What follows belongs to an exercise in optimizing a design on an open flow for small area, a short achievable clock period and few clock cycles; a production flow would make more cautious choices.
No run shown here included a check of the RTL's function; only the layout flow was run.

==> flow/design.v, too long to show whole: its modules and the start of the top module <==
// module CONVCOR: 576 lines
module CONVCOR(clk, rst_n, in_valid, in_a, in_b, in_mode, out_valid, out);
  // ...
==> flow/flow/run.sh <==
#!/bin/bash
set -euo pipefail
bash standard.sh SETUP_SLACK_MARGIN=8 finish > standard_flow.log 2>&1
==> flow/standard.sh <==
#!/bin/bash
# synth_recipe.tcl (not shown) runs the flow's synth.tcl, then flattens the netlist and writes it again
# the make line also repeats each setting of config.mk as NAME=value (left out here)
make -C /OpenROAD-flow-scripts/flow DESIGN_CONFIG=/design/flow/config.mk WORK_HOME=/design/flow/orfs CLKGATE_MAP_FILE= SYNTH_SCRIPT=/design/flow/synth_recipe.tcl "${@:-finish}"
==> flow/config.mk <==
export PLATFORM = sky130hd
export DESIGN_NAME = CONVCOR
export DESIGN_NICKNAME = CONVCOR
export VERILOG_FILES = /design/flow/design.v
export SDC_FILE = /design/flow/constraint.sdc
export NUM_CORES = 4
export LEC_CHECK = 0
export CAP_MARGIN = 20
export CORE_MARGIN = 2
export CORE_UTILIZATION = 40
export SLEW_MARGIN = 20
==> flow/constraint.sdc <==
create_clock -name core_clock -period 12.5 [get_ports {clk}]
set_input_delay 2.5000 -clock core_clock [delete_from_list [all_inputs] [get_ports {clk}]]
set_output_delay 2.5000 -clock core_clock [all_outputs]
set_load 0.01 [all_outputs]
==> summary.txt, run 1 <==
max_slew headroom -> 0.343
commonest cells after routing, fill and taps aside -> dfxtp_1 (151), inv_1 (138), xnor2_1 (135)
register area -> 3960 µm²
CTS tree -> yes
number of core rows -> 67
Largest Register -> out
largest class -> multi-input gates
Logic inverters -> 147
Hold WS -> 0.345 ns
register area share after synthesis -> 0.283
antenna viol nets, final -> 0
Least-Margin Pin Slew -> 0.983 ns
largest family of logic cells by synthesized area -> adder cells
bufs w/o clock -> 153
Multi-In Gates -> 981
Num CTS Buffers -> 17
pre-CTS setup slack -> 7.17 ns
WL met2 -> 16.9 mm
DP Area -> 14600 µm²
RSZ-0062 raised after global routing -> yes
Crit. End Element -> flop
EDFF count, synth -> 1
worst-case clock buffer depth -> 2
clk latency of the worst-skew pair -> 0.46 ns
Non-clock buffer share -> 0.0821
Fin Setup TNS -> 0 ns
Crit path top cell by count -> fa_1
final HPWL from detailed placement -> 23.5 mm
Buf+Inv Stages, Crit Path -> 2
status -> timing/DRC/antenna clean
sequential cell count -> 191
Synth Area in Adders -> 0.228
cts hold-fix bufs -> 0
post-synthesis cell count -> 1419
==> run 2: changes to the inputs <==
==> flow/design.v (replaced) <==
module CONVCOR(clk, rst_n, in_valid, in_a, in_b, in_mode, out_valid, out);
input clk, rst_n, in_valid, in_mode;
input [15:0] in_a, in_b;
output reg out_valid;
output reg signed [35:0] out;
reg m;
reg [3:0] cnt;
reg acc;
wire idle = (cnt == 4'd0);
wire mm = idle ? in_mode : m;
wire last = m ? (cnt == 4'd4) : (cnt == 4'd10);
wire [3:0] ncnt = idle ? {3'd0, in_valid} : (last ? 4'd0 : cnt + 4'd1);
reg [15:0] A1, A2, A3, B1, B2, B3;
wire shift = (cnt[3:2] == 2'b00) && (cnt[1:0] != 2'b11);
always @(posedge clk) begin
  if (shift) begin
    A1 <= in_a; A2 <= A1; A3 <= A2;
    B1 <= in_b; B2 <= B1; B3 <= B2;
  end
end
reg [2:0] nax, nay;
reg npx, npy, nacc, nvalid;
always @(*) begin
  nax = 3'b000; nay = 3'b000; npx = 1'b1; npy = 1'b1; nacc = 1'b0; nvalid = 1'b0;
  if (m) begin
    nacc = (cnt == 4'd1) || (cnt == 4'd2);
    nvalid = (cnt == 4'd3);
  end else begin
    case (cnt)
      4'd0: begin npx = 1'b0; nax = 3'b001; end
      4'd1: begin npx = 1'b0; npy = 1'b0; nax = 3'b001; nay = 3'b010; end
      4'd2: begin npx = 1'b0; npy = 1'b0; nax = 3'b100; nay = 3'b001; end
      4'd3: begin npx = 1'b0; npy = 1'b0; nax = 3'b010; nay = 3'b010; end
      4'd4: begin npx = 1'b0; npy = 1'b0; nax = 3'b001; nay = 3'b100; end
      4'd5: begin npx = 1'b0; npy = 1'b0; nax = 3'b010; nay = 3'b001; end
      4'd6: begin npx = 1'b0; npy = 1'b0; nax = 3'b001; nay = 3'b010; end
      4'd7: begin npx = 1'b0; npy = 1'b0; nax = 3'b001; nay = 3'b001; end
      default: ;
    endcase
    nacc = (cnt == 4'd2) || (cnt == 4'd4) || (cnt == 4'd5) || (cnt == 4'd7);
    nvalid = (cnt == 4'd1) || (cnt == 4'd3) || (cnt == 4'd6) || (cnt == 4'd8) || (cnt == 4'd9);
  end
  if (idle) begin
    nax = 3'b000; nay = 3'b000; npx = 1'b1; npy = 1'b1; nacc = 1'b0; nvalid = 1'b0;
  end
end
reg [2:0] ax, ay;
reg px, py;
always @(posedge clk) begin
  if (!rst_n) begin
    px <= 1'b1; py <= 1'b1; ax <= 3'b000; ay <= 3'b000;
  end else if (idle) begin
    px <= 1'b1; py <= 1'b1; ax <= 3'b000; ay <= 3'b000;
    if (in_valid && !in_mode) begin px <= 1'b0; ax <= 3'b001; end
  end else begin
    px <= npx; py <= npy; ax <= nax; ay <= nay;
  end
end
wire [15:0] sx = ({16{ax[0]}} & A1) | ({16{ax[1]}} & A2) | ({16{ax[2]}} & A3);
wire [15:0] sy = ({16{ay[0]}} & B1) | ({16{ay[1]}} & B2) | ({16{ay[2]}} & B3);
function [16:0] benc(input [7:0] y);    
  integer k;
  reg ym, z;
  begin
    for (k = 0; k < 3; k = k + 1) begin
      ym = (k == 0) ? 1'b0 : y[2*k-1];
      benc[k] = y[2*k] ^ ym;
      benc[3+k] = (y[2*k+1] & ~y[2*k] & ~ym) | (~y[2*k+1] & y[2*k] & ym);
      benc[6+k] = y[2*k+1];
    end
    z = y[6] ^ y[5];
    benc[9]  = ~y[7] & z;                    
    benc[10] = y[7] & z;                     
    benc[11] = ~y[7] & y[6] & y[5];          
    benc[12] = y[7] & ~y[6] & ~y[5];         
    benc[16:13] = {benc[11], benc[12], benc[9], benc[10]};
  end
endfunction
wire [16:0] er_pin = benc(in_b[15:8]), ei_pin = benc(in_b[7:0]);
wire [16:0] er_st = benc(sy[15:8]), ei_st = benc(sy[7:0]);
wire [16:0] ner = py ? er_pin : er_st;
wire [16:0] nei = py ? ei_pin : ei_st;
wire [15:0] nx = px ? in_a : sx;
wire [8:0] nnxr = -{nx[15], nx[15:8]};
wire [8:0] nnxi = -{nx[7], nx[7:0]};
reg [7:0] xr, xi;
reg [8:0] nxr, nxi;
reg [2:0] r_one, r_two, r_neg, i_one, i_two, i_nre, i_nim;
reg [3:0] r_top, i_tre, i_tim;
always @(posedge clk) begin
  xr <= nx[15:8]; xi <= nx[7:0];
  nxr <= nnxr; nxi <= nnxi;
  r_one <= ner[2:0]; r_two <= ner[5:3]; r_neg <= ner[8:6]; r_top <= ner[12:9];
  i_one <= nei[2:0]; i_two <= nei[5:3];
  i_nre <= nei[8:6] ^ {3{~mm}};
  i_nim <= nei[8:6] ^ {3{mm}};
  i_tre <= mm ? nei[12:9] : nei[16:13];
  i_tim <= mm ? nei[16:13] : nei[12:9];
end
always @(posedge clk) begin
  if (!rst_n) begin
    cnt <= 4'd0;
    out_valid <= 1'b0;
    acc <= 1'b0;
  end else begin
    cnt <= ncnt;
    m <= mm;
    out_valid <= nvalid;
    acc <= nacc;
  end
end
wire [17:0] sre, sim;
wire prr_p0_0 = (r_one[0] & xr[0]) ^ r_neg[0];
wire prr_p0_1 = ((r_one[0] & xr[1]) | (r_two[0] & xr[0])) ^ r_neg[0];
wire prr_p0_2 = ((r_one[0] & xr[2]) | (r_two[0] & xr[1])) ^ r_neg[0];
wire prr_p0_3 = ((r_one[0] & xr[3]) | (r_two[0] & xr[2])) ^ r_neg[0];
wire prr_p0_4 = ((r_one[0] & xr[4]) | (r_two[0] & xr[3])) ^ r_neg[0];
wire prr_p0_5 = ((r_one[0] & xr[5]) | (r_two[0] & xr[4])) ^ r_neg[0];
wire prr_p0_6 = ((r_one[0] & xr[6]) | (r_two[0] & xr[5])) ^ r_neg[0];
wire prr_p0_7 = ((r_one[0] & xr[7]) | (r_two[0] & xr[6])) ^ r_neg[0];
wire prr_p0_8 = ((r_one[0] & xr[7]) | (r_two[0] & xr[7])) ^ r_neg[0];
wire prr_p1_0 = (r_one[1] & xr[0]) ^ r_neg[1];
wire prr_p1_1 = ((r_one[1] & xr[1]) | (r_two[1] & xr[0])) ^ r_neg[1];
wire prr_p1_2 = ((r_one[1] & xr[2]) | (r_two[1] & xr[1])) ^ r_neg[1];
wire prr_p1_3 = ((r_one[1] & xr[3]) | (r_two[1] & xr[2])) ^ r_neg[1];
wire prr_p1_4 = ((r_one[1] & xr[4]) | (r_two[1] & xr[3])) ^ r_neg[1];
wire prr_p1_5 = ((r_one[1] & xr[5]) | (r_two[1] & xr[4])) ^ r_neg[1];
wire prr_p1_6 = ((r_one[1] & xr[6]) | (r_two[1] & xr[5])) ^ r_neg[1];
wire prr_p1_7 = ((r_one[1] & xr[7]) | (r_two[1] & xr[6])) ^ r_neg[1];
wire prr_p1_8 = ((r_one[1] & xr[7]) | (r_two[1] & xr[7])) ^ r_neg[1];
wire prr_p2_0 = (r_one[2] & xr[0]) ^ r_neg[2];
wire prr_p2_1 = ((r_one[2] & xr[1]) | (r_two[2] & xr[0])) ^ r_neg[2];
wire prr_p2_2 = ((r_one[2] & xr[2]) | (r_two[2] & xr[1])) ^ r_neg[2];
wire prr_p2_3 = ((r_one[2] & xr[3]) | (r_two[2] & xr[2])) ^ r_neg[2];
wire prr_p2_4 = ((r_one[2] & xr[4]) | (r_two[2] & xr[3])) ^ r_neg[2];
wire prr_p2_5 = ((r_one[2] & xr[5]) | (r_two[2] & xr[4])) ^ r_neg[2];
wire prr_p2_6 = ((r_one[2] & xr[6]) | (r_two[2] & xr[5])) ^ r_neg[2];
wire prr_p2_7 = ((r_one[2] & xr[7]) | (r_two[2] & xr[6])) ^ r_neg[2];
wire prr_p2_8 = ((r_one[2] & xr[7]) | (r_two[2] & xr[7])) ^ r_neg[2];
wire prr_p3_0 = (r_top[0] & xr[0]) | (r_top[1] & nxr[0]);
wire prr_p3_1 = (r_top[0] & xr[1]) | (r_top[1] & nxr[1]) | (r_top[2] & xr[0]) | (r_top[3] & nxr[0]);
wire prr_p3_2 = (r_top[0] & xr[2]) | (r_top[1] & nxr[2]) | (r_top[2] & xr[1]) | (r_top[3] & nxr[1]);
wire prr_p3_3 = (r_top[0] & xr[3]) | (r_top[1] & nxr[3]) | (r_top[2] & xr[2]) | (r_top[3] & nxr[2]);
wire prr_p3_4 = (r_top[0] & xr[4]) | (r_top[1] & nxr[4]) | (r_top[2] & xr[3]) | (r_top[3] & nxr[3]);
wire prr_p3_5 = (r_top[0] & xr[5]) | (r_top[1] & nxr[5]) | (r_top[2] & xr[4]) | (r_top[3] & nxr[4]);
wire prr_p3_6 = (r_top[0] & xr[6]) | (r_top[1] & nxr[6]) | (r_top[2] & xr[5]) | (r_top[3] & nxr[5]);
wire prr_p3_7 = (r_top[0] & xr[7]) | (r_top[1] & nxr[7]) | (r_top[2] & xr[6]) | (r_top[3] & nxr[6]);
wire prr_p3_8 = (r_top[0] & xr[7]) | (r_top[1] & nxr[8]) | (r_top[2] & xr[7]) | (r_top[3] & nxr[7]);
wire prr_p3_9 = (r_top[0] & xr[7]) | (r_top[1] & nxr[8]) | (r_top[2] & xr[7]) | (r_top[3] & nxr[8]);
wire pii_p0_0 = (i_one[0] & xi[0]) ^ i_nre[0];
wire pii_p0_1 = ((i_one[0] & xi[1]) | (i_two[0] & xi[0])) ^ i_nre[0];
wire pii_p0_2 = ((i_one[0] & xi[2]) | (i_two[0] & xi[1])) ^ i_nre[0];
wire pii_p0_3 = ((i_one[0] & xi[3]) | (i_two[0] & xi[2])) ^ i_nre[0];
wire pii_p0_4 = ((i_one[0] & xi[4]) | (i_two[0] & xi[3])) ^ i_nre[0];
wire pii_p0_5 = ((i_one[0] & xi[5]) | (i_two[0] & xi[4])) ^ i_nre[0];
wire pii_p0_6 = ((i_one[0] & xi[6]) | (i_two[0] & xi[5])) ^ i_nre[0];
wire pii_p0_7 = ((i_one[0] & xi[7]) | (i_two[0] & xi[6])) ^ i_nre[0];
wire pii_p0_8 = ((i_one[0] & xi[7]) | (i_two[0] & xi[7])) ^ i_nre[0];
wire pii_p1_0 = (i_one[1] & xi[0]) ^ i_nre[1];
wire pii_p1_1 = ((i_one[1] & xi[1]) | (i_two[1] & xi[0])) ^ i_nre[1];
wire pii_p1_2 = ((i_one[1] & xi[2]) | (i_two[1] & xi[1])) ^ i_nre[1];
wire pii_p1_3 = ((i_one[1] & xi[3]) | (i_two[1] & xi[2])) ^ i_nre[1];
wire pii_p1_4 = ((i_one[1] & xi[4]) | (i_two[1] & xi[3])) ^ i_nre[1];
wire pii_p1_5 = ((i_one[1] & xi[5]) | (i_two[1] & xi[4])) ^ i_nre[1];
wire pii_p1_6 = ((i_one[1] & xi[6]) | (i_two[1] & xi[5])) ^ i_nre[1];
wire pii_p1_7 = ((i_one[1] & xi[7]) | (i_two[1] & xi[6])) ^ i_nre[1];
wire pii_p1_8 = ((i_one[1] & xi[7]) | (i_two[1] & xi[7])) ^ i_nre[1];
wire pii_p2_0 = (i_one[2] & xi[0]) ^ i_nre[2];
wire pii_p2_1 = ((i_one[2] & xi[1]) | (i_two[2] & xi[0])) ^ i_nre[2];
wire pii_p2_2 = ((i_one[2] & xi[2]) | (i_two[2] & xi[1])) ^ i_nre[2];
wire pii_p2_3 = ((i_one[2] & xi[3]) | (i_two[2] & xi[2])) ^ i_nre[2];
wire pii_p2_4 = ((i_one[2] & xi[4]) | (i_two[2] & xi[3])) ^ i_nre[2];
wire pii_p2_5 = ((i_one[2] & xi[5]) | (i_two[2] & xi[4])) ^ i_nre[2];
wire pii_p2_6 = ((i_one[2] & xi[6]) | (i_two[2] & xi[5])) ^ i_nre[2];
wire pii_p2_7 = ((i_one[2] & xi[7]) | (i_two[2] & xi[6])) ^ i_nre[2];
wire pii_p2_8 = ((i_one[2] & xi[7]) | (i_two[2] & xi[7])) ^ i_nre[2];
wire pii_p3_0 = (i_tre[0] & xi[0]) | (i_tre[1] & nxi[0]);
wire pii_p3_1 = (i_tre[0] & xi[1]) | (i_tre[1] & nxi[1]) | (i_tre[2] & xi[0]) | (i_tre[3] & nxi[0]);
wire pii_p3_2 = (i_tre[0] & xi[2]) | (i_tre[1] & nxi[2]) | (i_tre[2] & xi[1]) | (i_tre[3] & nxi[1]);
wire pii_p3_3 = (i_tre[0] & xi[3]) | (i_tre[1] & nxi[3]) | (i_tre[2] & xi[2]) | (i_tre[3] & nxi[2]);
wire pii_p3_4 = (i_tre[0] & xi[4]) | (i_tre[1] & nxi[4]) | (i_tre[2] & xi[3]) | (i_tre[3] & nxi[3]);
wire pii_p3_5 = (i_tre[0] & xi[5]) | (i_tre[1] & nxi[5]) | (i_tre[2] & xi[4]) | (i_tre[3] & nxi[4]);
wire pii_p3_6 = (i_tre[0] & xi[6]) | (i_tre[1] & nxi[6]) | (i_tre[2] & xi[5]) | (i_tre[3] & nxi[5]);
wire pii_p3_7 = (i_tre[0] & xi[7]) | (i_tre[1] & nxi[7]) | (i_tre[2] & xi[6]) | (i_tre[3] & nxi[6]);
wire pii_p3_8 = (i_tre[0] & xi[7]) | (i_tre[1] & nxi[8]) | (i_tre[2] & xi[7]) | (i_tre[3] & nxi[7]);
wire pii_p3_9 = (i_tre[0] & xi[7]) | (i_tre[1] & nxi[8]) | (i_tre[2] & xi[7]) | (i_tre[3] & nxi[8]);
wire pri_p0_0 = (i_one[0] & xr[0]) ^ i_nim[0];
wire pri_p0_1 = ((i_one[0] & xr[1]) | (i_two[0] & xr[0])) ^ i_nim[0];
wire pri_p0_2 = ((i_one[0] & xr[2]) | (i_two[0] & xr[1])) ^ i_nim[0];
wire pri_p0_3 = ((i_one[0] & xr[3]) | (i_two[0] & xr[2])) ^ i_nim[0];
wire pri_p0_4 = ((i_one[0] & xr[4]) | (i_two[0] & xr[3])) ^ i_nim[0];
wire pri_p0_5 = ((i_one[0] & xr[5]) | (i_two[0] & xr[4])) ^ i_nim[0];
wire pri_p0_6 = ((i_one[0] & xr[6]) | (i_two[0] & xr[5])) ^ i_nim[0];
wire pri_p0_7 = ((i_one[0] & xr[7]) | (i_two[0] & xr[6])) ^ i_nim[0];
wire pri_p0_8 = ((i_one[0] & xr[7]) | (i_two[0] & xr[7])) ^ i_nim[0];
wire pri_p1_0 = (i_one[1] & xr[0]) ^ i_nim[1];
wire pri_p1_1 = ((i_one[1] & xr[1]) | (i_two[1] & xr[0])) ^ i_nim[1];
wire pri_p1_2 = ((i_one[1] & xr[2]) | (i_two[1] & xr[1])) ^ i_nim[1];
wire pri_p1_3 = ((i_one[1] & xr[3]) | (i_two[1] & xr[2])) ^ i_nim[1];
wire pri_p1_4 = ((i_one[1] & xr[4]) | (i_two[1] & xr[3])) ^ i_nim[1];
wire pri_p1_5 = ((i_one[1] & xr[5]) | (i_two[1] & xr[4])) ^ i_nim[1];
wire pri_p1_6 = ((i_one[1] & xr[6]) | (i_two[1] & xr[5])) ^ i_nim[1];
wire pri_p1_7 = ((i_one[1] & xr[7]) | (i_two[1] & xr[6])) ^ i_nim[1];
wire pri_p1_8 = ((i_one[1] & xr[7]) | (i_two[1] & xr[7])) ^ i_nim[1];
wire pri_p2_0 = (i_one[2] & xr[0]) ^ i_nim[2];
wire pri_p2_1 = ((i_one[2] & xr[1]) | (i_two[2] & xr[0])) ^ i_nim[2];
wire pri_p2_2 = ((i_one[2] & xr[2]) | (i_two[2] & xr[1])) ^ i_nim[2];
wire pri_p2_3 = ((i_one[2] & xr[3]) | (i_two[2] & xr[2])) ^ i_nim[2];
wire pri_p2_4 = ((i_one[2] & xr[4]) | (i_two[2] & xr[3])) ^ i_nim[2];
wire pri_p2_5 = ((i_one[2] & xr[5]) | (i_two[2] & xr[4])) ^ i_nim[2];
wire pri_p2_6 = ((i_one[2] & xr[6]) | (i_two[2] & xr[5])) ^ i_nim[2];
wire pri_p2_7 = ((i_one[2] & xr[7]) | (i_two[2] & xr[6])) ^ i_nim[2];
wire pri_p2_8 = ((i_one[2] & xr[7]) | (i_two[2] & xr[7])) ^ i_nim[2];
wire pri_p3_0 = (i_tim[0] & xr[0]) | (i_tim[1] & nxr[0]);
wire pri_p3_1 = (i_tim[0] & xr[1]) | (i_tim[1] & nxr[1]) | (i_tim[2] & xr[0]) | (i_tim[3] & nxr[0]);
wire pri_p3_2 = (i_tim[0] & xr[2]) | (i_tim[1] & nxr[2]) | (i_tim[2] & xr[1]) | (i_tim[3] & nxr[1]);
wire pri_p3_3 = (i_tim[0] & xr[3]) | (i_tim[1] & nxr[3]) | (i_tim[2] & xr[2]) | (i_tim[3] & nxr[2]);
wire pri_p3_4 = (i_tim[0] & xr[4]) | (i_tim[1] & nxr[4]) | (i_tim[2] & xr[3]) | (i_tim[3] & nxr[3]);
wire pri_p3_5 = (i_tim[0] & xr[5]) | (i_tim[1] & nxr[5]) | (i_tim[2] & xr[4]) | (i_tim[3] & nxr[4]);
wire pri_p3_6 = (i_tim[0] & xr[6]) | (i_tim[1] & nxr[6]) | (i_tim[2] & xr[5]) | (i_tim[3] & nxr[5]);
wire pri_p3_7 = (i_tim[0] & xr[7]) | (i_tim[1] & nxr[7]) | (i_tim[2] & xr[6]) | (i_tim[3] & nxr[6]);
wire pri_p3_8 = (i_tim[0] & xr[7]) | (i_tim[1] & nxr[8]) | (i_tim[2] & xr[7]) | (i_tim[3] & nxr[7]);
wire pri_p3_9 = (i_tim[0] & xr[7]) | (i_tim[1] & nxr[8]) | (i_tim[2] & xr[7]) | (i_tim[3] & nxr[8]);
wire pir_p0_0 = (r_one[0] & xi[0]) ^ r_neg[0];
wire pir_p0_1 = ((r_one[0] & xi[1]) | (r_two[0] & xi[0])) ^ r_neg[0];
wire pir_p0_2 = ((r_one[0] & xi[2]) | (r_two[0] & xi[1])) ^ r_neg[0];
wire pir_p0_3 = ((r_one[0] & xi[3]) | (r_two[0] & xi[2])) ^ r_neg[0];
wire pir_p0_4 = ((r_one[0] & xi[4]) | (r_two[0] & xi[3])) ^ r_neg[0];
wire pir_p0_5 = ((r_one[0] & xi[5]) | (r_two[0] & xi[4])) ^ r_neg[0];
wire pir_p0_6 = ((r_one[0] & xi[6]) | (r_two[0] & xi[5])) ^ r_neg[0];
wire pir_p0_7 = ((r_one[0] & xi[7]) | (r_two[0] & xi[6])) ^ r_neg[0];
wire pir_p0_8 = ((r_one[0] & xi[7]) | (r_two[0] & xi[7])) ^ r_neg[0];
wire pir_p1_0 = (r_one[1] & xi[0]) ^ r_neg[1];
wire pir_p1_1 = ((r_one[1] & xi[1]) | (r_two[1] & xi[0])) ^ r_neg[1];
wire pir_p1_2 = ((r_one[1] & xi[2]) | (r_two[1] & xi[1])) ^ r_neg[1];
wire pir_p1_3 = ((r_one[1] & xi[3]) | (r_two[1] & xi[2])) ^ r_neg[1];
wire pir_p1_4 = ((r_one[1] & xi[4]) | (r_two[1] & xi[3])) ^ r_neg[1];
wire pir_p1_5 = ((r_one[1] & xi[5]) | (r_two[1] & xi[4])) ^ r_neg[1];
wire pir_p1_6 = ((r_one[1] & xi[6]) | (r_two[1] & xi[5])) ^ r_neg[1];
wire pir_p1_7 = ((r_one[1] & xi[7]) | (r_two[1] & xi[6])) ^ r_neg[1];
wire pir_p1_8 = ((r_one[1] & xi[7]) | (r_two[1] & xi[7])) ^ r_neg[1];
wire pir_p2_0 = (r_one[2] & xi[0]) ^ r_neg[2];
wire pir_p2_1 = ((r_one[2] & xi[1]) | (r_two[2] & xi[0])) ^ r_neg[2];
wire pir_p2_2 = ((r_one[2] & xi[2]) | (r_two[2] & xi[1])) ^ r_neg[2];
wire pir_p2_3 = ((r_one[2] & xi[3]) | (r_two[2] & xi[2])) ^ r_neg[2];
wire pir_p2_4 = ((r_one[2] & xi[4]) | (r_two[2] & xi[3])) ^ r_neg[2];
wire pir_p2_5 = ((r_one[2] & xi[5]) | (r_two[2] & xi[4])) ^ r_neg[2];
wire pir_p2_6 = ((r_one[2] & xi[6]) | (r_two[2] & xi[5])) ^ r_neg[2];
wire pir_p2_7 = ((r_one[2] & xi[7]) | (r_two[2] & xi[6])) ^ r_neg[2];
wire pir_p2_8 = ((r_one[2] & xi[7]) | (r_two[2] & xi[7])) ^ r_neg[2];
wire pir_p3_0 = (r_top[0] & xi[0]) | (r_top[1] & nxi[0]);
wire pir_p3_1 = (r_top[0] & xi[1]) | (r_top[1] & nxi[1]) | (r_top[2] & xi[0]) | (r_top[3] & nxi[0]);
wire pir_p3_2 = (r_top[0] & xi[2]) | (r_top[1] & nxi[2]) | (r_top[2] & xi[1]) | (r_top[3] & nxi[1]);
wire pir_p3_3 = (r_top[0] & xi[3]) | (r_top[1] & nxi[3]) | (r_top[2] & xi[2]) | (r_top[3] & nxi[2]);
wire pir_p3_4 = (r_top[0] & xi[4]) | (r_top[1] & nxi[4]) | (r_top[2] & xi[3]) | (r_top[3] & nxi[3]);
wire pir_p3_5 = (r_top[0] & xi[5]) | (r_top[1] & nxi[5]) | (r_top[2] & xi[4]) | (r_top[3] & nxi[4]);
wire pir_p3_6 = (r_top[0] & xi[6]) | (r_top[1] & nxi[6]) | (r_top[2] & xi[5]) | (r_top[3] & nxi[5]);
wire pir_p3_7 = (r_top[0] & xi[7]) | (r_top[1] & nxi[7]) | (r_top[2] & xi[6]) | (r_top[3] & nxi[6]);
wire pir_p3_8 = (r_top[0] & xi[7]) | (r_top[1] & nxi[8]) | (r_top[2] & xi[7]) | (r_top[3] & nxi[7]);
wire pir_p3_9 = (r_top[0] & xi[7]) | (r_top[1] & nxi[8]) | (r_top[2] & xi[7]) | (r_top[3] & nxi[8]);
wire tre_w1 = prr_p0_2 ^ prr_p1_0;
wire tre_w2 = prr_p0_2 & prr_p1_0;
wire tre_w3 = prr_p0_4 ^ prr_p1_2 ^ prr_p2_0;
wire tre_w4 = (prr_p0_4 & prr_p1_2) | (prr_p0_4 & prr_p2_0) | (prr_p1_2 & prr_p2_0);
wire tre_w5 = r_neg[2] ^ pii_p0_4;
wire tre_w6 = r_neg[2] & pii_p0_4;
wire tre_w7 = prr_p0_5 ^ prr_p1_3 ^ prr_p2_1;
wire tre_w8 = (prr_p0_5 & prr_p1_3) | (prr_p0_5 & prr_p2_1) | (prr_p1_3 & prr_p2_1);
wire tre_w9 = pii_p0_5 ^ pii_p1_3;
wire tre_w10 = pii_p0_5 & pii_p1_3;
wire tre_w11 = prr_p0_6 ^ prr_p1_4 ^ prr_p2_2;
wire tre_w12 = (prr_p0_6 & prr_p1_4) | (prr_p0_6 & prr_p2_2) | (prr_p1_4 & prr_p2_2);
wire tre_w13 = prr_p3_0 ^ pii_p0_6 ^ pii_p1_4;
wire tre_w14 = (prr_p3_0 & pii_p0_6) | (prr_p3_0 & pii_p1_4) | (pii_p0_6 & pii_p1_4);
wire tre_w15 = pii_p2_2 ^ pii_p3_0;
wire tre_w16 = pii_p2_2 & pii_p3_0;
wire tre_w17 = prr_p0_7 ^ prr_p1_5 ^ prr_p2_3;
wire tre_w18 = (prr_p0_7 & prr_p1_5) | (prr_p0_7 & prr_p2_3) | (prr_p1_5 & prr_p2_3);
wire tre_w19 = prr_p3_1 ^ pii_p0_7 ^ pii_p1_5;
wire tre_w20 = (prr_p3_1 & pii_p0_7) | (prr_p3_1 & pii_p1_5) | (pii_p0_7 & pii_p1_5);
wire tre_w21 = pii_p2_3 ^ pii_p3_1 ^ out[25] & acc;
wire tre_w22 = (pii_p2_3 & pii_p3_1) | (pii_p2_3 & out[25] & acc) | (pii_p3_1 & out[25] & acc);
wire tre_w23 = ~(prr_p0_8) ^ prr_p1_6 ^ prr_p2_4;
wire tre_w24 = (~(prr_p0_8) & prr_p1_6) | (~(prr_p0_8) & prr_p2_4) | (prr_p1_6 & prr_p2_4);
wire tre_w25 = prr_p3_2 ^ ~(pii_p0_8) ^ pii_p1_6;
wire tre_w26 = (prr_p3_2 & ~(pii_p0_8)) | (prr_p3_2 & pii_p1_6) | (~(pii_p0_8) & pii_p1_6);
wire tre_w27 = pii_p2_4 ^ pii_p3_2 ^ out[26] & acc;
wire tre_w28 = (pii_p2_4 & pii_p3_2) | (pii_p2_4 & out[26] & acc) | (pii_p3_2 & out[26] & acc);
wire tre_w29 = prr_p1_7 ^ prr_p2_5 ^ prr_p3_3;
wire tre_w30 = (prr_p1_7 & prr_p2_5) | (prr_p1_7 & prr_p3_3) | (prr_p2_5 & prr_p3_3);
wire tre_w31 = pii_p1_7 ^ pii_p2_5 ^ pii_p3_3;
wire tre_w32 = (pii_p1_7 & pii_p2_5) | (pii_p1_7 & pii_p3_3) | (pii_p2_5 & pii_p3_3);
wire tre_w33 = out[27] & acc ^ 1'b1;
wire tre_w34 = out[27] & acc & 1'b1;
wire tre_w35 = ~(prr_p1_8) ^ prr_p2_6 ^ prr_p3_4;
wire tre_w36 = (~(prr_p1_8) & prr_p2_6) | (~(prr_p1_8) & prr_p3_4) | (prr_p2_6 & prr_p3_4);
wire tre_w37 = ~(pii_p1_8) ^ pii_p2_6 ^ pii_p3_4;
wire tre_w38 = (~(pii_p1_8) & pii_p2_6) | (~(pii_p1_8) & pii_p3_4) | (pii_p2_6 & pii_p3_4);
wire tre_w39 = out[28] & acc ^ 1'b1;
wire tre_w40 = out[28] & acc & 1'b1;
wire tre_w41 = prr_p2_7 ^ prr_p3_5 ^ pii_p2_7;
wire tre_w42 = (prr_p2_7 & prr_p3_5) | (prr_p2_7 & pii_p2_7) | (prr_p3_5 & pii_p2_7);
wire tre_w43 = ~(prr_p2_8) ^ prr_p3_6;
wire tre_w44 = ~(prr_p2_8) & prr_p3_6;
wire tre_w45 = prr_p0_0 ^ r_neg[0];
wire tre_w46 = prr_p0_0 & r_neg[0];
wire tre_w47 = tre_w1 ^ r_neg[1] ^ pii_p0_2;
wire tre_w48 = (tre_w1 & r_neg[1]) | (tre_w1 & pii_p0_2) | (r_neg[1] & pii_p0_2);
wire tre_w49 = tre_w2 ^ prr_p0_3 ^ prr_p1_1;
wire tre_w50 = (tre_w2 & prr_p0_3) | (tre_w2 & prr_p1_1) | (prr_p0_3 & prr_p1_1);
wire tre_w51 = pii_p0_3 ^ pii_p1_1;
wire tre_w52 = pii_p0_3 & pii_p1_1;
wire tre_w53 = tre_w3 ^ tre_w5 ^ pii_p1_2;
wire tre_w54 = (tre_w3 & tre_w5) | (tre_w3 & pii_p1_2) | (tre_w5 & pii_p1_2);
wire tre_w55 = pii_p2_0 ^ i_nre[2] ^ out[22] & acc;
wire tre_w56 = (pii_p2_0 & i_nre[2]) | (pii_p2_0 & out[22] & acc) | (i_nre[2] & out[22] & acc);
wire tre_w57 = tre_w4 ^ tre_w6 ^ tre_w7;
wire tre_w58 = (tre_w4 & tre_w6) | (tre_w4 & tre_w7) | (tre_w6 & tre_w7);
wire tre_w59 = tre_w9 ^ pii_p2_1 ^ out[23] & acc;
wire tre_w60 = (tre_w9 & pii_p2_1) | (tre_w9 & out[23] & acc) | (pii_p2_1 & out[23] & acc);
wire tre_w61 = tre_w8 ^ tre_w10 ^ tre_w11;
wire tre_w62 = (tre_w8 & tre_w10) | (tre_w8 & tre_w11) | (tre_w10 & tre_w11);
wire tre_w63 = tre_w13 ^ tre_w15 ^ out[24] & acc;
wire tre_w64 = (tre_w13 & tre_w15) | (tre_w13 & out[24] & acc) | (tre_w15 & out[24] & acc);
wire tre_w65 = tre_w12 ^ tre_w14 ^ tre_w16;
wire tre_w66 = (tre_w12 & tre_w14) | (tre_w12 & tre_w16) | (tre_w14 & tre_w16);
wire tre_w67 = tre_w17 ^ tre_w19 ^ tre_w21;
wire tre_w68 = (tre_w17 & tre_w19) | (tre_w17 & tre_w21) | (tre_w19 & tre_w21);
wire tre_w69 = tre_w18 ^ tre_w20 ^ tre_w22;
wire tre_w70 = (tre_w18 & tre_w20) | (tre_w18 & tre_w22) | (tre_w20 & tre_w22);
wire tre_w71 = tre_w23 ^ tre_w25 ^ tre_w27;
wire tre_w72 = (tre_w23 & tre_w25) | (tre_w23 & tre_w27) | (tre_w25 & tre_w27);
wire tre_w73 = tre_w24 ^ tre_w26 ^ tre_w28;
wire tre_w74 = (tre_w24 & tre_w26) | (tre_w24 & tre_w28) | (tre_w26 & tre_w28);
wire tre_w75 = tre_w29 ^ tre_w31 ^ tre_w33;
wire tre_w76 = (tre_w29 & tre_w31) | (tre_w29 & tre_w33) | (tre_w31 & tre_w33);
wire tre_w77 = tre_w30 ^ tre_w32 ^ tre_w34;
wire tre_w78 = (tre_w30 & tre_w32) | (tre_w30 & tre_w34) | (tre_w32 & tre_w34);
wire tre_w79 = tre_w35 ^ tre_w37 ^ tre_w39;
wire tre_w80 = (tre_w35 & tre_w37) | (tre_w35 & tre_w39) | (tre_w37 & tre_w39);
wire tre_w81 = tre_w36 ^ tre_w38 ^ tre_w40;
wire tre_w82 = (tre_w36 & tre_w38) | (tre_w36 & tre_w40) | (tre_w38 & tre_w40);
wire tre_w83 = tre_w41 ^ pii_p3_5 ^ out[29] & acc;
wire tre_w84 = (tre_w41 & pii_p3_5) | (tre_w41 & out[29] & acc) | (pii_p3_5 & out[29] & acc);
wire tre_w85 = tre_w42 ^ tre_w43 ^ ~(pii_p2_8);
wire tre_w86 = (tre_w42 & tre_w43) | (tre_w42 & ~(pii_p2_8)) | (tre_w43 & ~(pii_p2_8));
wire tre_w87 = pii_p3_6 ^ out[30] & acc ^ 1'b1;
wire tre_w88 = (pii_p3_6 & out[30] & acc) | (pii_p3_6 & 1'b1) | (out[30] & acc & 1'b1);
wire tre_w89 = tre_w44 ^ prr_p3_7 ^ pii_p3_7;
wire tre_w90 = (tre_w44 & prr_p3_7) | (tre_w44 & pii_p3_7) | (prr_p3_7 & pii_p3_7);
wire tre_w91 = prr_p3_8 ^ pii_p3_8;
wire tre_w92 = prr_p3_8 & pii_p3_8;
wire tre_w93 = ~(prr_p3_9) ^ ~(pii_p3_9);
wire tre_w94 = ~(prr_p3_9) & ~(pii_p3_9);
wire tre_w95 = tre_w45 ^ pii_p0_0;
wire tre_w96 = tre_w45 & pii_p0_0;
wire tre_w97 = tre_w46 ^ prr_p0_1 ^ pii_p0_1;
wire tre_w98 = (tre_w46 & prr_p0_1) | (tre_w46 & pii_p0_1) | (prr_p0_1 & pii_p0_1);
wire tre_w99 = tre_w47 ^ pii_p1_0 ^ i_nre[1];
wire tre_w100 = (tre_w47 & pii_p1_0) | (tre_w47 & i_nre[1]) | (pii_p1_0 & i_nre[1]);
wire tre_w101 = tre_w48 ^ tre_w49 ^ tre_w51;
wire tre_w102 = (tre_w48 & tre_w49) | (tre_w48 & tre_w51) | (tre_w49 & tre_w51);
wire tre_w103 = tre_w50 ^ tre_w52 ^ tre_w53;
wire tre_w104 = (tre_w50 & tre_w52) | (tre_w50 & tre_w53) | (tre_w52 & tre_w53);
wire tre_w105 = tre_w54 ^ tre_w56 ^ tre_w57;
wire tre_w106 = (tre_w54 & tre_w56) | (tre_w54 & tre_w57) | (tre_w56 & tre_w57);
wire tre_w107 = tre_w58 ^ tre_w60 ^ tre_w61;
wire tre_w108 = (tre_w58 & tre_w60) | (tre_w58 & tre_w61) | (tre_w60 & tre_w61);
wire tre_w109 = tre_w62 ^ tre_w64 ^ tre_w65;
wire tre_w110 = (tre_w62 & tre_w64) | (tre_w62 & tre_w65) | (tre_w64 & tre_w65);
wire tre_w111 = tre_w66 ^ tre_w68 ^ tre_w69;
wire tre_w112 = (tre_w66 & tre_w68) | (tre_w66 & tre_w69) | (tre_w68 & tre_w69);
wire tre_w113 = tre_w70 ^ tre_w72 ^ tre_w73;
wire tre_w114 = (tre_w70 & tre_w72) | (tre_w70 & tre_w73) | (tre_w72 & tre_w73);
wire tre_w115 = tre_w74 ^ tre_w76 ^ tre_w77;
wire tre_w116 = (tre_w74 & tre_w76) | (tre_w74 & tre_w77) | (tre_w76 & tre_w77);
wire tre_w117 = tre_w78 ^ tre_w80 ^ tre_w81;
wire tre_w118 = (tre_w78 & tre_w80) | (tre_w78 & tre_w81) | (tre_w80 & tre_w81);
wire tre_w119 = tre_w82 ^ tre_w84 ^ tre_w85;
wire tre_w120 = (tre_w82 & tre_w84) | (tre_w82 & tre_w85) | (tre_w84 & tre_w85);
wire tre_w121 = tre_w86 ^ tre_w88 ^ tre_w89;
wire tre_w122 = (tre_w86 & tre_w88) | (tre_w86 & tre_w89) | (tre_w88 & tre_w89);
wire tre_w123 = tre_w90 ^ tre_w91 ^ out[32] & acc;
wire tre_w124 = (tre_w90 & tre_w91) | (tre_w90 & out[32] & acc) | (tre_w91 & out[32] & acc);
wire tre_w125 = tre_w92 ^ tre_w93 ^ out[33] & acc;
wire tre_w126 = (tre_w92 & tre_w93) | (tre_w92 & out[33] & acc) | (tre_w93 & out[33] & acc);
wire tre_w127 = tre_w95 ^ i_nre[0];
wire tre_w128 = tre_w95 & i_nre[0];
wire tre_w129 = tre_w96 ^ tre_w97 ^ out[19] & acc;
wire tre_w130 = (tre_w96 & tre_w97) | (tre_w96 & out[19] & acc) | (tre_w97 & out[19] & acc);
wire tre_w131 = tre_w98 ^ tre_w99 ^ out[20] & acc;
wire tre_w132 = (tre_w98 & tre_w99) | (tre_w98 & out[20] & acc) | (tre_w99 & out[20] & acc);
wire tre_w133 = tre_w100 ^ tre_w101 ^ out[21] & acc;
wire tre_w134 = (tre_w100 & tre_w101) | (tre_w100 & out[21] & acc) | (tre_w101 & out[21] & acc);
wire tre_w135 = tre_w102 ^ tre_w103 ^ tre_w55;
wire tre_w136 = (tre_w102 & tre_w103) | (tre_w102 & tre_w55) | (tre_w103 & tre_w55);
wire tre_w137 = tre_w104 ^ tre_w105 ^ tre_w59;
wire tre_w138 = (tre_w104 & tre_w105) | (tre_w104 & tre_w59) | (tre_w105 & tre_w59);
wire tre_w139 = tre_w106 ^ tre_w107 ^ tre_w63;
wire tre_w140 = (tre_w106 & tre_w107) | (tre_w106 & tre_w63) | (tre_w107 & tre_w63);
wire tre_w141 = tre_w108 ^ tre_w109 ^ tre_w67;
wire tre_w142 = (tre_w108 & tre_w109) | (tre_w108 & tre_w67) | (tre_w109 & tre_w67);
wire tre_w143 = tre_w110 ^ tre_w111 ^ tre_w71;
wire tre_w144 = (tre_w110 & tre_w111) | (tre_w110 & tre_w71) | (tre_w111 & tre_w71);
wire tre_w145 = tre_w112 ^ tre_w113 ^ tre_w75;
wire tre_w146 = (tre_w112 & tre_w113) | (tre_w112 & tre_w75) | (tre_w113 & tre_w75);
wire tre_w147 = tre_w114 ^ tre_w115 ^ tre_w79;
wire tre_w148 = (tre_w114 & tre_w115) | (tre_w114 & tre_w79) | (tre_w115 & tre_w79);
wire tre_w149 = tre_w116 ^ tre_w117 ^ tre_w83;
wire tre_w150 = (tre_w116 & tre_w117) | (tre_w116 & tre_w83) | (tre_w117 & tre_w83);
wire tre_w151 = tre_w118 ^ tre_w119 ^ tre_w87;
wire tre_w152 = (tre_w118 & tre_w119) | (tre_w118 & tre_w87) | (tre_w119 & tre_w87);
wire tre_w153 = tre_w120 ^ tre_w121 ^ out[31] & acc;
wire tre_w154 = (tre_w120 & tre_w121) | (tre_w120 & out[31] & acc) | (tre_w121 & out[31] & acc);
wire tre_w155 = tre_w122 ^ tre_w123 ^ 1'b1;
wire tre_w156 = (tre_w122 & tre_w123) | (tre_w122 & 1'b1) | (tre_w123 & 1'b1);
wire tre_w157 = tre_w124 ^ tre_w125 ^ 1'b1;
wire tre_w158 = (tre_w124 & tre_w125) | (tre_w124 & 1'b1) | (tre_w125 & 1'b1);
wire tre_w159 = tre_w126 ^ tre_w94 ^ out[34] & acc;
wire tre_w160 = (tre_w126 & tre_w94) | (tre_w126 & out[34] & acc) | (tre_w94 & out[34] & acc);
wire tre_w161 = out[35] & acc ^ 1'b1;
wire tre_w162 = out[35] & acc & 1'b1;
wire [17:0] tre_r0 = {tre_w160, tre_w158, tre_w156, tre_w154, tre_w152, tre_w150, tre_w148, tre_w146, tre_w144, tre_w142, tre_w140, tre_w138, tre_w136, tre_w134, tre_w132, tre_w130, tre_w128, tre_w127};
wire [17:0] tre_r1 = {tre_w161, tre_w159, tre_w157, tre_w155, tre_w153, tre_w151, tre_w149, tre_w147, tre_w145, tre_w143, tre_w141, tre_w139, tre_w137, tre_w135, tre_w133, tre_w131, tre_w129, out[18] & acc};
assign sre = tre_r0 + tre_r1;
wire tim_w1 = pri_p0_2 ^ pri_p1_0;
wire tim_w2 = pri_p0_2 & pri_p1_0;
wire tim_w3 = pri_p0_4 ^ pri_p1_2 ^ pri_p2_0;
wire tim_w4 = (pri_p0_4 & pri_p1_2) | (pri_p0_4 & pri_p2_0) | (pri_p1_2 & pri_p2_0);
wire tim_w5 = i_nim[2] ^ pir_p0_4;
wire tim_w6 = i_nim[2] & pir_p0_4;
wire tim_w7 = pri_p0_5 ^ pri_p1_3 ^ pri_p2_1;
wire tim_w8 = (pri_p0_5 & pri_p1_3) | (pri_p0_5 & pri_p2_1) | (pri_p1_3 & pri_p2_1);
wire tim_w9 = pir_p0_5 ^ pir_p1_3;
wire tim_w10 = pir_p0_5 & pir_p1_3;
wire tim_w11 = pri_p0_6 ^ pri_p1_4 ^ pri_p2_2;
wire tim_w12 = (pri_p0_6 & pri_p1_4) | (pri_p0_6 & pri_p2_2) | (pri_p1_4 & pri_p2_2);
wire tim_w13 = pri_p3_0 ^ pir_p0_6 ^ pir_p1_4;
wire tim_w14 = (pri_p3_0 & pir_p0_6) | (pri_p3_0 & pir_p1_4) | (pir_p0_6 & pir_p1_4);
wire tim_w15 = pir_p2_2 ^ pir_p3_0;
wire tim_w16 = pir_p2_2 & pir_p3_0;
wire tim_w17 = pri_p0_7 ^ pri_p1_5 ^ pri_p2_3;
wire tim_w18 = (pri_p0_7 & pri_p1_5) | (pri_p0_7 & pri_p2_3) | (pri_p1_5 & pri_p2_3);
wire tim_w19 = pri_p3_1 ^ pir_p0_7 ^ pir_p1_5;
wire tim_w20 = (pri_p3_1 & pir_p0_7) | (pri_p3_1 & pir_p1_5) | (pir_p0_7 & pir_p1_5);
wire tim_w21 = pir_p2_3 ^ pir_p3_1 ^ out[7] & acc;
wire tim_w22 = (pir_p2_3 & pir_p3_1) | (pir_p2_3 & out[7] & acc) | (pir_p3_1 & out[7] & acc);
wire tim_w23 = ~(pri_p0_8) ^ pri_p1_6 ^ pri_p2_4;
wire tim_w24 = (~(pri_p0_8) & pri_p1_6) | (~(pri_p0_8) & pri_p2_4) | (pri_p1_6 & pri_p2_4);
wire tim_w25 = pri_p3_2 ^ ~(pir_p0_8) ^ pir_p1_6;
wire tim_w26 = (pri_p3_2 & ~(pir_p0_8)) | (pri_p3_2 & pir_p1_6) | (~(pir_p0_8) & pir_p1_6);
wire tim_w27 = pir_p2_4 ^ pir_p3_2 ^ out[8] & acc;
wire tim_w28 = (pir_p2_4 & pir_p3_2) | (pir_p2_4 & out[8] & acc) | (pir_p3_2 & out[8] & acc);
wire tim_w29 = pri_p1_7 ^ pri_p2_5 ^ pri_p3_3;
wire tim_w30 = (pri_p1_7 & pri_p2_5) | (pri_p1_7 & pri_p3_3) | (pri_p2_5 & pri_p3_3);
wire tim_w31 = pir_p1_7 ^ pir_p2_5 ^ pir_p3_3;
wire tim_w32 = (pir_p1_7 & pir_p2_5) | (pir_p1_7 & pir_p3_3) | (pir_p2_5 & pir_p3_3);
wire tim_w33 = out[9] & acc ^ 1'b1;
wire tim_w34 = out[9] & acc & 1'b1;
wire tim_w35 = ~(pri_p1_8) ^ pri_p2_6 ^ pri_p3_4;
wire tim_w36 = (~(pri_p1_8) & pri_p2_6) | (~(pri_p1_8) & pri_p3_4) | (pri_p2_6 & pri_p3_4);
wire tim_w37 = ~(pir_p1_8) ^ pir_p2_6 ^ pir_p3_4;
wire tim_w38 = (~(pir_p1_8) & pir_p2_6) | (~(pir_p1_8) & pir_p3_4) | (pir_p2_6 & pir_p3_4);
wire tim_w39 = out[10] & acc ^ 1'b1;
wire tim_w40 = out[10] & acc & 1'b1;
wire tim_w41 = pri_p2_7 ^ pri_p3_5 ^ pir_p2_7;
wire tim_w42 = (pri_p2_7 & pri_p3_5) | (pri_p2_7 & pir_p2_7) | (pri_p3_5 & pir_p2_7);
wire tim_w43 = ~(pri_p2_8) ^ pri_p3_6;
wire tim_w44 = ~(pri_p2_8) & pri_p3_6;
wire tim_w45 = pri_p0_0 ^ i_nim[0];
wire tim_w46 = pri_p0_0 & i_nim[0];
wire tim_w47 = tim_w1 ^ i_nim[1] ^ pir_p0_2;
wire tim_w48 = (tim_w1 & i_nim[1]) | (tim_w1 & pir_p0_2) | (i_nim[1] & pir_p0_2);
wire tim_w49 = tim_w2 ^ pri_p0_3 ^ pri_p1_1;
wire tim_w50 = (tim_w2 & pri_p0_3) | (tim_w2 & pri_p1_1) | (pri_p0_3 & pri_p1_1);
wire tim_w51 = pir_p0_3 ^ pir_p1_1;
wire tim_w52 = pir_p0_3 & pir_p1_1;
wire tim_w53 = tim_w3 ^ tim_w5 ^ pir_p1_2;
wire tim_w54 = (tim_w3 & tim_w5) | (tim_w3 & pir_p1_2) | (tim_w5 & pir_p1_2);
wire tim_w55 = pir_p2_0 ^ r_neg[2] ^ out[4] & acc;
wire tim_w56 = (pir_p2_0 & r_neg[2]) | (pir_p2_0 & out[4] & acc) | (r_neg[2] & out[4] & acc);
wire tim_w57 = tim_w4 ^ tim_w6 ^ tim_w7;
wire tim_w58 = (tim_w4 & tim_w6) | (tim_w4 & tim_w7) | (tim_w6 & tim_w7);
wire tim_w59 = tim_w9 ^ pir_p2_1 ^ out[5] & acc;
wire tim_w60 = (tim_w9 & pir_p2_1) | (tim_w9 & out[5] & acc) | (pir_p2_1 & out[5] & acc);
wire tim_w61 = tim_w8 ^ tim_w10 ^ tim_w11;
wire tim_w62 = (tim_w8 & tim_w10) | (tim_w8 & tim_w11) | (tim_w10 & tim_w11);
wire tim_w63 = tim_w13 ^ tim_w15 ^ out[6] & acc;
wire tim_w64 = (tim_w13 & tim_w15) | (tim_w13 & out[6] & acc) | (tim_w15 & out[6] & acc);
wire tim_w65 = tim_w12 ^ tim_w14 ^ tim_w16;
wire tim_w66 = (tim_w12 & tim_w14) | (tim_w12 & tim_w16) | (tim_w14 & tim_w16);
wire tim_w67 = tim_w17 ^ tim_w19 ^ tim_w21;
wire tim_w68 = (tim_w17 & tim_w19) | (tim_w17 & tim_w21) | (tim_w19 & tim_w21);
wire tim_w69 = tim_w18 ^ tim_w20 ^ tim_w22;
wire tim_w70 = (tim_w18 & tim_w20) | (tim_w18 & tim_w22) | (tim_w20 & tim_w22);
wire tim_w71 = tim_w23 ^ tim_w25 ^ tim_w27;
wire tim_w72 = (tim_w23 & tim_w25) | (tim_w23 & tim_w27) | (tim_w25 & tim_w27);
wire tim_w73 = tim_w24 ^ tim_w26 ^ tim_w28;
wire tim_w74 = (tim_w24 & tim_w26) | (tim_w24 & tim_w28) | (tim_w26 & tim_w28);
wire tim_w75 = tim_w29 ^ tim_w31 ^ tim_w33;
wire tim_w76 = (tim_w29 & tim_w31) | (tim_w29 & tim_w33) | (tim_w31 & tim_w33);
wire tim_w77 = tim_w30 ^ tim_w32 ^ tim_w34;
wire tim_w78 = (tim_w30 & tim_w32) | (tim_w30 & tim_w34) | (tim_w32 & tim_w34);
wire tim_w79 = tim_w35 ^ tim_w37 ^ tim_w39;
wire tim_w80 = (tim_w35 & tim_w37) | (tim_w35 & tim_w39) | (tim_w37 & tim_w39);
wire tim_w81 = tim_w36 ^ tim_w38 ^ tim_w40;
wire tim_w82 = (tim_w36 & tim_w38) | (tim_w36 & tim_w40) | (tim_w38 & tim_w40);
wire tim_w83 = tim_w41 ^ pir_p3_5 ^ out[11] & acc;
wire tim_w84 = (tim_w41 & pir_p3_5) | (tim_w41 & out[11] & acc) | (pir_p3_5 & out[11] & acc);
wire tim_w85 = tim_w42 ^ tim_w43 ^ ~(pir_p2_8);
wire tim_w86 = (tim_w42 & tim_w43) | (tim_w42 & ~(pir_p2_8)) | (tim_w43 & ~(pir_p2_8));
wire tim_w87 = pir_p3_6 ^ out[12] & acc ^ 1'b1;
wire tim_w88 = (pir_p3_6 & out[12] & acc) | (pir_p3_6 & 1'b1) | (out[12] & acc & 1'b1);
wire tim_w89 = tim_w44 ^ pri_p3_7 ^ pir_p3_7;
wire tim_w90 = (tim_w44 & pri_p3_7) | (tim_w44 & pir_p3_7) | (pri_p3_7 & pir_p3_7);
wire tim_w91 = pri_p3_8 ^ pir_p3_8;
wire tim_w92 = pri_p3_8 & pir_p3_8;
wire tim_w93 = ~(pri_p3_9) ^ ~(pir_p3_9);
wire tim_w94 = ~(pri_p3_9) & ~(pir_p3_9);
wire tim_w95 = tim_w45 ^ pir_p0_0;
wire tim_w96 = tim_w45 & pir_p0_0;
wire tim_w97 = tim_w46 ^ pri_p0_1 ^ pir_p0_1;
wire tim_w98 = (tim_w46 & pri_p0_1) | (tim_w46 & pir_p0_1) | (pri_p0_1 & pir_p0_1);
wire tim_w99 = tim_w47 ^ pir_p1_0 ^ r_neg[1];
wire tim_w100 = (tim_w47 & pir_p1_0) | (tim_w47 & r_neg[1]) | (pir_p1_0 & r_neg[1]);
wire tim_w101 = tim_w48 ^ tim_w49 ^ tim_w51;
wire tim_w102 = (tim_w48 & tim_w49) | (tim_w48 & tim_w51) | (tim_w49 & tim_w51);
wire tim_w103 = tim_w50 ^ tim_w52 ^ tim_w53;
wire tim_w104 = (tim_w50 & tim_w52) | (tim_w50 & tim_w53) | (tim_w52 & tim_w53);
wire tim_w105 = tim_w54 ^ tim_w56 ^ tim_w57;
wire tim_w106 = (tim_w54 & tim_w56) | (tim_w54 & tim_w57) | (tim_w56 & tim_w57);
wire tim_w107 = tim_w58 ^ tim_w60 ^ tim_w61;
wire tim_w108 = (tim_w58 & tim_w60) | (tim_w58 & tim_w61) | (tim_w60 & tim_w61);
wire tim_w109 = tim_w62 ^ tim_w64 ^ tim_w65;
wire tim_w110 = (tim_w62 & tim_w64) | (tim_w62 & tim_w65) | (tim_w64 & tim_w65);
wire tim_w111 = tim_w66 ^ tim_w68 ^ tim_w69;
wire tim_w112 = (tim_w66 & tim_w68) | (tim_w66 & tim_w69) | (tim_w68 & tim_w69);
wire tim_w113 = tim_w70 ^ tim_w72 ^ tim_w73;
wire tim_w114 = (tim_w70 & tim_w72) | (tim_w70 & tim_w73) | (tim_w72 & tim_w73);
wire tim_w115 = tim_w74 ^ tim_w76 ^ tim_w77;
wire tim_w116 = (tim_w74 & tim_w76) | (tim_w74 & tim_w77) | (tim_w76 & tim_w77);
wire tim_w117 = tim_w78 ^ tim_w80 ^ tim_w81;
wire tim_w118 = (tim_w78 & tim_w80) | (tim_w78 & tim_w81) | (tim_w80 & tim_w81);
wire tim_w119 = tim_w82 ^ tim_w84 ^ tim_w85;
wire tim_w120 = (tim_w82 & tim_w84) | (tim_w82 & tim_w85) | (tim_w84 & tim_w85);
wire tim_w121 = tim_w86 ^ tim_w88 ^ tim_w89;
wire tim_w122 = (tim_w86 & tim_w88) | (tim_w86 & tim_w89) | (tim_w88 & tim_w89);
wire tim_w123 = tim_w90 ^ tim_w91 ^ out[14] & acc;
wire tim_w124 = (tim_w90 & tim_w91) | (tim_w90 & out[14] & acc) | (tim_w91 & out[14] & acc);
wire tim_w125 = tim_w92 ^ tim_w93 ^ out[15] & acc;
wire tim_w126 = (tim_w92 & tim_w93) | (tim_w92 & out[15] & acc) | (tim_w93 & out[15] & acc);
wire tim_w127 = tim_w95 ^ r_neg[0];
wire tim_w128 = tim_w95 & r_neg[0];
wire tim_w129 = tim_w96 ^ tim_w97 ^ out[1] & acc;
wire tim_w130 = (tim_w96 & tim_w97) | (tim_w96 & out[1] & acc) | (tim_w97 & out[1] & acc);
wire tim_w131 = tim_w98 ^ tim_w99 ^ out[2] & acc;
wire tim_w132 = (tim_w98 & tim_w99) | (tim_w98 & out[2] & acc) | (tim_w99 & out[2] & acc);
wire tim_w133 = tim_w100 ^ tim_w101 ^ out[3] & acc;
wire tim_w134 = (tim_w100 & tim_w101) | (tim_w100 & out[3] & acc) | (tim_w101 & out[3] & acc);
wire tim_w135 = tim_w102 ^ tim_w103 ^ tim_w55;
wire tim_w136 = (tim_w102 & tim_w103) | (tim_w102 & tim_w55) | (tim_w103 & tim_w55);
wire tim_w137 = tim_w104 ^ tim_w105 ^ tim_w59;
wire tim_w138 = (tim_w104 & tim_w105) | (tim_w104 & tim_w59) | (tim_w105 & tim_w59);
wire tim_w139 = tim_w106 ^ tim_w107 ^ tim_w63;
wire tim_w140 = (tim_w106 & tim_w107) | (tim_w106 & tim_w63) | (tim_w107 & tim_w63);
wire tim_w141 = tim_w108 ^ tim_w109 ^ tim_w67;
wire tim_w142 = (tim_w108 & tim_w109) | (tim_w108 & tim_w67) | (tim_w109 & tim_w67);
wire tim_w143 = tim_w110 ^ tim_w111 ^ tim_w71;
wire tim_w144 = (tim_w110 & tim_w111) | (tim_w110 & tim_w71) | (tim_w111 & tim_w71);
wire tim_w145 = tim_w112 ^ tim_w113 ^ tim_w75;
wire tim_w146 = (tim_w112 & tim_w113) | (tim_w112 & tim_w75) | (tim_w113 & tim_w75);
wire tim_w147 = tim_w114 ^ tim_w115 ^ tim_w79;
wire tim_w148 = (tim_w114 & tim_w115) | (tim_w114 & tim_w79) | (tim_w115 & tim_w79);
wire tim_w149 = tim_w116 ^ tim_w117 ^ tim_w83;
wire tim_w150 = (tim_w116 & tim_w117) | (tim_w116 & tim_w83) | (tim_w117 & tim_w83);
wire tim_w151 = tim_w118 ^ tim_w119 ^ tim_w87;
wire tim_w152 = (tim_w118 & tim_w119) | (tim_w118 & tim_w87) | (tim_w119 & tim_w87);
wire tim_w153 = tim_w120 ^ tim_w121 ^ out[13] & acc;
wire tim_w154 = (tim_w120 & tim_w121) | (tim_w120 & out[13] & acc) | (tim_w121 & out[13] & acc);
wire tim_w155 = tim_w122 ^ tim_w123 ^ 1'b1;
wire tim_w156 = (tim_w122 & tim_w123) | (tim_w122 & 1'b1) | (tim_w123 & 1'b1);
wire tim_w157 = tim_w124 ^ tim_w125 ^ 1'b1;
wire tim_w158 = (tim_w124 & tim_w125) | (tim_w124 & 1'b1) | (tim_w125 & 1'b1);
wire tim_w159 = tim_w126 ^ tim_w94 ^ out[16] & acc;
wire tim_w160 = (tim_w126 & tim_w94) | (tim_w126 & out[16] & acc) | (tim_w94 & out[16] & acc);
wire tim_w161 = out[17] & acc ^ 1'b1;
wire tim_w162 = out[17] & acc & 1'b1;
wire [17:0] tim_r0 = {tim_w160, tim_w158, tim_w156, tim_w154, tim_w152, tim_w150, tim_w148, tim_w146, tim_w144, tim_w142, tim_w140, tim_w138, tim_w136, tim_w134, tim_w132, tim_w130, tim_w128, tim_w127};
wire [17:0] tim_r1 = {tim_w161, tim_w159, tim_w157, tim_w155, tim_w153, tim_w151, tim_w149, tim_w147, tim_w145, tim_w143, tim_w141, tim_w139, tim_w137, tim_w135, tim_w133, tim_w131, tim_w129, out[0] & acc};
assign sim = tim_r0 + tim_r1;
always @(posedge clk) out <= {sre, sim};
endmodule
==> flow/flow/run.sh (replaced) <==
#!/bin/bash
set -euo pipefail
bash standard.sh SETUP_SLACK_MARGIN=7 finish > standard_flow.log 2>&1
==> summary.txt, run 2 <==
reg-to-reg startpoint -> r_neg[2] (was i_two[0])
Post-Synth Simple-Gate Area -> 0.0875 (was 0.0678)
Initial Util -> 0.407 (was 0.406)
CTS tree -> yes (unchanged)
post-synthesis cell type count -> 66 (was 58)
synthesized area -> 14900 µm² (was 13600 µm²)
Die ar. -> 38900 µm² (was 35400 µm²)
Sinks on Clock Net -> 208 (was 191)
core area -> 36700 µm² (was 33400 µm²)
initial antenna violation count -> 0 (was 1)
worst-case clock buffer depth -> 3 (was 2)
Synth warnings -> 1 (unchanged)
Layout fillers -> 3422 (was 3106)
Syn Nets -> 1718 (was 1641)
Max Cap Viol -> 0 (unchanged)
synthesized flop and latch total -> 208 (was 191)
vias per cell -> 5.54 (was 5.42)
WL per Instance -> 18.7 µm (was 18.1 µm)
root buf cell -> clkbuf_16 (unchanged)
vias in the first global route -> 11222 (was 10770)
antenna viol nets, final -> 0 (unchanged)
reg2reg end -> out[34] (was out[16])
PortBufs -> 72 (unchanged)
commonest non-fill, non-tap cell in the layout -> inv_1 (was dfxtp_1)
detailed-router iteration count before antenna repair -> 5 (was 8)
r2r worst-path depth -> 14 (was 16)
mux cell area share after synthesis -> 0.0138 (was 0.0491)
EDFF count, synth -> 97 (was 1)
CTS clk-pin slew, worst paths -> 0.06 ns (was 0.09 ns)
f_max -> 191 MHz (was 221 MHz)
synth cell count leaders -> inv_1 (135), a22oi_1 (127), nand2_1 (126), xnor2_1 (120), dfxtp_1 (111) (was dfxtp_1 (190), inv_1 (145), xnor2_1 (144), a22oi_1 (116), fa_1 (102))
area growth from synthesis to layout -> 12.1% (was 21.6%)
final setup fails -> 0 (unchanged)
Min-Delay Path Class -> flop to flop (unchanged)
largest net degree at the start of global routing -> 97 (was 48)
Synth Area per Inst -> 10.0 µm² (was 9.56 µm²)
GRT Overall Usage -> 0.199 (was 0.200)
Critical Path Fanout Max -> 11 (was 8)
clk latency of the worst-skew pair -> 0.55 ns (was 0.46 ns)
IO Pins -> 73 (unchanged)
Yosys top cell area share -> 0.195 (was 0.280)
H-tree depth -> 1 (was 4)
register area share after synthesis -> 0.344 (was 0.283)
Fin Setup TNS -> 0 ns (unchanged)
number of core rows -> 70 (was 67)
Remaining DRCs -> 0 (unchanged)
largest cells by area after synthesis -> edfxtp_1 (19%), dfxtp_1 (15%), fa_1 (14%), ha_1 (7.5%), xnor2_1 (7.0%) (was dfxtp_1 (28%), fa_1 (15%), xnor2_1 (9.3%), ha_1 (7.7%), a22oi_1 (6.4%))
fin crit share -> 0.419 (was 0.363)
CP max stage delay -> 0.78 ns (was 0.55 ns)
Slowest cell on crit path -> dfxtp_1 (was fa_1)
Least-Margin Pin Slew -> 0.889 ns (was 0.983 ns)
largest family of logic cells by synthesized area -> adder cells (unchanged)
post-synthesis cell count -> 1490 (was 1419)
Critical Path RT -> 12.98 ns (was 12.83 ns)
Hold Crit Depth -> 0 (unchanged)
nets@finish -> 1727 (was 1713)
Hold Fails Final Rpt -> 0 (unchanged)
Worst Setup SP -> r_neg[2] (was i_two[0])
Num CTS Buffers -> 24 (was 17)
Placer Congestion -> 0.864 (was 0.813)
max_slew headroom -> 0.407 (was 0.343)
Largest register FFs -> 36 (unchanged)
area taken by multi-input logic gates -> 8920 µm² (was 9470 µm²)
Synth Area in Compound Gates -> 0.174 (was 0.164)
reg2reg setup slack -> 7.26 ns (was 7.97 ns)
cell accounting for the most synthesized area -> edfxtp_1 (was dfxtp_1)
Post-Synth XOR/XNOR Area -> 0.110 (was 0.139)
commonest cells after routing, fill and taps aside -> inv_1 (135), a22oi_1 (127), nand2_1 (126) (was dfxtp_1 (151), inv_1 (138), xnor2_1 (135))
Largest Register -> out (unchanged)
Post-synth top flop -> dfxtp_1 (unchanged)
Via Count -> 11001 (was 10577)
clk_skew -> 0.00844 ns (was 0.0139 ns)
Crit path top cell by count -> fa_1 (unchanged)
worst path arrival time -> 5.72 ns (was 4.86 ns)
CP cell instances -> inv_2 -> xnor2_1 -> fa_1 -> fa_1 -> fa_1 -> inv_1 -> fa_1 -> ha_1 -> a21o_1 -> a2111oi_2 -> a21oi_1 -> a221oi_1 -> o21ba_2 -> xnor2_1 (was o21ai_1 -> xor2_1 -> ha_1 -> fa_1 -> inv_1 -> fa_1 -> fa_1 -> inv_1 -> fa_1 -> ha_4 -> a21o_1 -> a21o_1 -> a21oi_2 -> o31ai_4 -> nor3b_2 -> a2111oi_2)
grt ovf -> 0 (unchanged)
crit start category -> flop (unchanged)
Routed WL -> 37.2 mm (was 35.3 mm)
die width -> 197 µm (was 188 µm)
n_diodes -> 0 (unchanged)
crit path to -> out[34] (was out[16])
cts hold-fix bufs -> 0 (unchanged)
Tmin final -> 5.24 ns (was 4.53 ns)
top-count cell post-synth -> inv_1 (was dfxtp_1)
Chip Height -> 197 µm (was 188 µm)
share of cells above drive strength 1 -> 0.0541 (was 0.203)
drt initial violations -> 1006 (was 995)
final HPWL from detailed placement -> 26.8 mm (was 23.5 mm)
fraction of registers with async set or reset after synthesis -> 0 (unchanged)
Crit. End Element -> flop (unchanged)
Synth Area in Adders -> 0.212 (was 0.228)
RSZ-0062 raised after global routing -> no (was yes)
status -> timing/DRC/antenna clean (unchanged)
register area -> 5140 µm² (was 3960 µm²)
critical path type -> flop to flop (unchanged)
global-route wire length before repair -> 61.7 mm (was 56.5 mm)
max-slew violations -> 0 (unchanged)
Core Util, Final -> 0.457 (was 0.493)
run 2: cell types whose count changed after synthesis, sizes merged, moves of 19 or more:
cell | previous run | this run
mux2 | 36 | 11
edfxtp | 1 | 97
dfxtp | 190 | 111
nand2 | 89 | 126
xnor2 | 144 | 120
mux2i | 26 | 7
run 2: worst min-delay path by stage:
stage,from,end,slack (ns)
4_1_cts,B1[9],B2[9],0.45
5_1_grt,A1[8],A2[8],0.46
6_report,A2[4],A3[4],0.45
3_3_place_gp,B1[9],B2[9],0.43
3_5_place_dp,A2[4],A3[4],0.43
2_1_floorplan,A1[15],A2[15],0.43
run 2: cell families after synthesis:
logic type	after synthesis
AND/OR/NAND/NOR	290
XOR/XNOR	187
AO/OA/AOI/OAI	360
flip-flops	208
buffers and inverters	235
adder cells (fa/ha/maj)	192
multiplexers	18
run 2: repair_timing:
| item | 4_1_cts | 5_1_grt |
|---|---|---|
| setup endpoints to repair | 0 | 6 |
| resized for setup | 0 | 1 |
| buffers inserted | 0 | 4 |
| endpoints found under the hold margin | 0 | 0 |
run 2: worst max-delay path, delay by kind of cell, from the launching register on:
kind / cells / cell delay, ns
adder cells (fa/ha/maj): 5 / 2.36
flip-flops: 1 / 0.78
XOR/XNOR: 2 / 0.36
AO/OA/AOI/OAI: 5 / 1.30
buffers and inverters: 2 / 0.39
run 2: metrics by stage:
step                instances  hold slack, ns  setup WS [ns]  cell area, µm²
global route             1984           0.464           7.00           16800
floorplan                1490           0.425           7.68           14900
finish                   1984           0.446           7.26           16800
global placement         1937           0.431           7.25           15900
detailed placement       1937           0.433           7.09           15900
CTS                      1980           0.448           7.08           16700
run 2: final cells by class:
class | instances | share of cell area
well taps | 468 | 0.0349
clock inverters | 12 | 0.00948
inverters | 138 | 0.0311
clock buffers | 31 | 0.0385
multi-input cells | 1047 | 0.533
flip-flops and latches | 208 | 0.307
repair buffers | 80 | 0.0468
run 2: routing by layer:
layer,share of wire,GRT usage,vias to the layer above
met5,0,0,-
met4,0.023,0.0512,0
met3,0.080,0.0278,55
met2,0.46,0.320,439
met1,0.44,0.283,5307
li1,-,-,5200

## re-timing with driven ports
No port has a modelled driver above. Below, the same layouts with a new extraction and two added sets of constraints.
Step 1: set_driving_cell puts a clkbuf_16 on clk and a buf_2 on each other input, an assumption about the parent block.
Step 2 times the ports against the registers' clock, not the clock port: input delays grow and output delays shrink by t, the midpoint of the rising clock arrivals with the driver on.
Slacks: ideal ports / drivers / drivers and shift; pairs: ideal ports / drivers.
| run | t (ns) | setup WS [ns] | hold WS [ns] | latest minus earliest clock arrival (ns) |
|---|---|---|---|---|
| run 1 | 0.500 | 7.966 / 7.966 / 7.966 | 0.345 / 0.345 / 0.345 | 0.016 / 0.016 |
| run 2 | 0.597 | 7.257 / 7.257 / 7.257 | 0.446 / 0.446 / 0.446 | 0.008 / 0.009 |
After both steps setup and hold are still met in every run listed.
